Background: an optimization exercise with open tools, aiming at small area. Do not read the settings as production practice.
Only simulation tests tie the RTL to the original design; equivalence was not proved.

== tundra ==
## sqrt
module sqrt
#(
    parameter integer D_W = 32
)
(
    input  wire                clk,
    input  wire                rst,
    input  wire                enable,
    input  wire                in_valid,
    input  wire [D_W-1:0]      qin,
    output wire                out_valid,
    output wire [(D_W>>1)-1:0] qout
);
==> flow/config.mk <==
export PLATFORM = sky130hd
export DESIGN_NAME = sqrt
export DESIGN_NICKNAME = sqrt
export VERILOG_FILES = /design/flow/design.v
export SDC_FILE = /design/flow/constraint.sdc
export NUM_CORES = 4
export LEC_CHECK = 0
export CAP_MARGIN = 20
export CORE_MARGIN = 2
export CORE_UTILIZATION = 40
export CTS_BUF_LIST = sky130_fd_sc_hd__clkbuf_8
export CTS_CLUSTER_SIZE = 30
export SLEW_MARGIN = 20
==> flow/constraint.sdc <==
create_clock -name core_clock -period 5.0 [get_ports {clk}]
set_input_delay 1.0000 -clock core_clock [delete_from_list [all_inputs] [get_ports {clk}]]
set_output_delay 1.0000 -clock core_clock [all_outputs]
set_load 0.01 [all_outputs]
standard.sh (not shown) runs the stock make flow with config.mk's settings and CLKGATE_MAP_FILE= SYNTH_SCRIPT=/design/flow/synth_recipe.tcl, a recipe that flattens the netlist after the stock synthesis.
==> flow/flow/run.sh <==
#!/bin/bash
# Own layout flow: the standard ORFS flow (standard synthesis unchanged),
# with the port buffers made of the smallest buffer cell (buf_1) instead of
# the cell buffer_ports picks by default.  Every tool's output goes to
# run.log here; ORFS's per-step logs stay under orfs/logs/.
set -euo pipefail
cd "$(dirname "$0")/.."
bash standard.sh BUFFER_PORTS_ARGS="-buffer_cell sky130_fd_sc_hd__buf_1" finish > run.log 2>&1
tundra | status: complete | timing, DRC, antenna: pass
Edits applied to the flow inputs when going from tundra to sierra:
Settings: clearing CTS_CLUSTER_SIZE, which used to be 30.
==> flow/flow/run.sh <==
#!/bin/bash
# Own layout flow: the standard ORFS flow with two changes.
#  1. Synthesis is synth_recipe.tcl (the standard synthesis) except that its
#     ABC pass uses flow/area.abc, an area-oriented mapping script (dch +
#     amap, then ABC's usual timing-driven buffering and sizing), instead of
#     ORFS's abc_speed.script.  Registers are not touched by ABC.
#  2. The port buffers are the smallest buffer cell (buf_1).
# Every tool's output goes to run.log here; ORFS's per-step logs stay under
# orfs/logs/.
set -euo pipefail
cd "$(dirname "$0")/.."
work=$(pwd)
cat > my_synth.tcl <<EOT
proc abc {args} {
  set i [lsearch -exact \$args -script]
  if {\$i >= 0} { lset args [expr {\$i + 1}] $work/flow/area.abc }
  yosys abc {*}\$args
}
source $work/synth_recipe.tcl
EOT
bash standard.sh SYNTH_SCRIPT=$work/my_synth.tcl \
  BUFFER_PORTS_ARGS="-buffer_cell sky130_fd_sc_hd__buf_1" finish > run.log 2>&1
==> flow/flow/area.abc (new file) <==
strash
dch
amap
topo
stime -c
buffer -c
upsize -c
dnsize -c
==> comparison <==
tundra finished all stages; the layout is clean. [sierra] flow finished | final checks: failed | reasons: setup timing. Relative to tundra, largest net degree at the start of global routing has decreased by about 23% in sierra. sierra: wire length of the first global-routing pass is about 4.4% lower than what tundra reported. Compared with tundra, in sierra post-synthesis cell type count shows a reduction of 11%; final critical delay including setup and external delays shows an increase of 0.37 ns; fraction of standard cell area that is sequential shows no meaningful change. For final instance area, sierra and tundra come out practically identical. Lower logic depth of the worst setup path including buffers was reported by tundra, not sierra.
### sierra -> raven
Settings: a deleted CTS_BUF_LIST that had been sky130_fd_sc_hd__clkbuf_8; a change of CORE_UTILIZATION from 40 to 60.
==> flow/run.sh (new file) <==
#!/bin/bash
# synth_recipe.tcl (not shown) runs the flow's synth.tcl, then flattens the netlist and writes it again
# the make line also repeats each setting of config.mk as NAME=value (left out here)
make -C /OpenROAD-flow-scripts/flow DESIGN_CONFIG=/design/flow/config.mk WORK_HOME=/design/flow/orfs CLKGATE_MAP_FILE= SYNTH_SCRIPT=/design/flow/synth_recipe.tcl finish
removed: flow/flow/run.sh
removed: flow/flow/area.abc
removed: flow/standard.sh
### Flow results
raven: flow completed, timing, DRC and antenna clean. Taking sierra as the reference, in raven global-route wire length before repair +1000 um; count of endpoints failing setup in the final report -12; number of distinct standard cells referenced by the synthesized netlist +13%. raven vs sierra, number of buffers inserted to repair setup after CTS went down by 6. Final area grows by a few percent when moving from sierra to raven. Share of post-route cells with drive strength above 1 for raven: 4.3 points down relative to sierra. Row aggregate global-route resource usage: raven higher / sierra lower. Diff sierra..raven | via count | negligible. Pin count of the biggest net entering global routing (lower): sierra.
Relative to raven, the following input files were edited for amber:
Settings: an added CTS_BUF_LIST of sky130_fd_sc_hd__clkbuf_8; a change of CORE_UTILIZATION from 60 to 40.
==> flow/flow/run.sh (new file) <==
#!/bin/bash
# Own layout flow: the standard ORFS flow (standard synthesis unchanged),
# with the port buffers made of the smallest buffer cell (buf_1) instead of
# the cell buffer_ports picks by default.  Every tool's output goes to
# run.log here; ORFS's per-step logs stay under orfs/logs/.
set -euo pipefail
cd "$(dirname "$0")/.."
bash standard.sh BUFFER_PORTS_ARGS="-buffer_cell sky130_fd_sc_hd__buf_1" finish > run.log 2>&1
==> flow/standard.sh (new file) <==
#!/bin/bash
# synth_recipe.tcl (not shown) runs the flow's synth.tcl, then flattens the netlist and writes it again
# the make line also repeats each setting of config.mk as NAME=value (left out here)
make -C /OpenROAD-flow-scripts/flow DESIGN_CONFIG=/design/flow/config.mk WORK_HOME=/design/flow/orfs CLKGATE_MAP_FILE= SYNTH_SCRIPT=/design/flow/synth_recipe.tcl "${@:-finish}"
removed: flow/run.sh
Notes after the runs:
Worst slack at placement, amber and raven: lower on amber
Side by side, first-pass GRT wire length turned out higher in amber than in raven.
amber vs raven — number of signal-net buffers in the layout dropped by more than 10%
#### Input delta (onyx over amber)
-- flow/flow/run.sh --
<<< amber, line 8
bash standard.sh BUFFER_PORTS_ARGS="-buffer_cell sky130_fd_sc_hd__buf_1" finish > run.log 2>&1
>>> onyx, line 8
bash standard.sh BUFFER_PORTS_ARGS="-buffer_cell sky130_fd_sc_hd__buf_1" RECOVER_POWER=100 finish > run.log 2>&1
### Flow results
Clock-buffer cell count came out exactly the same in onyx and amber.
On routed wire length, onyx and amber are basically level.
onyx against amber: number of cells traversed by the worst register-to-register path essentially unchanged; required time at the endpoint of the critical path essentially unchanged; critical path depth essentially unchanged; met2 track demand over resource in global routing essentially unchanged; wire length on met1 essentially unchanged.
Per the comparison of onyx with amber, cell count after placement closely matched the old numbers, post-route core utilization shows no meaningful change, worst slack at placement held.

port drivers added, routing unchanged:
The results above use ideal ports. As a check the final layouts listed here were re-extracted and re-timed, cells and wires unchanged.
Step 1 assumes that a clkbuf_16 drives the clock port and a buf_2 every other input.
Step 2 times the ports against the registers' clock, not the clock port: input delays grow and output delays shrink by t, the midpoint of the rising clock arrivals with the driver on.
Three values: ideal, step 1, step 2; two values: the first two.
| run | t, ns | setup WS [ns] | worst setup path after step 2 | slew at the worst register clock pin (ns) |
|---|---|---|---|---|
| tundra | 0.512 | 0.170 / 0.170 / 0.170 | register to register | 0.10 / 0.10 |
| sierra | 0.506 | -0.198 / -0.198 / -0.198 | register to register | 0.11 / 0.11 |
| raven | 0.484 | 0.175 / 0.175 / 0.090 | input to register | 0.08 / 0.08 |
| amber | 0.512 | 0.170 / 0.170 / 0.170 | register to register | 0.10 / 0.10 |
| onyx | 0.512 | 0.170 / 0.170 / 0.170 | register to register | 0.10 / 0.10 |
The setup slack of raven, which loses most, moves by 0.000 ns with the drivers and by -0.085 ns with both steps.
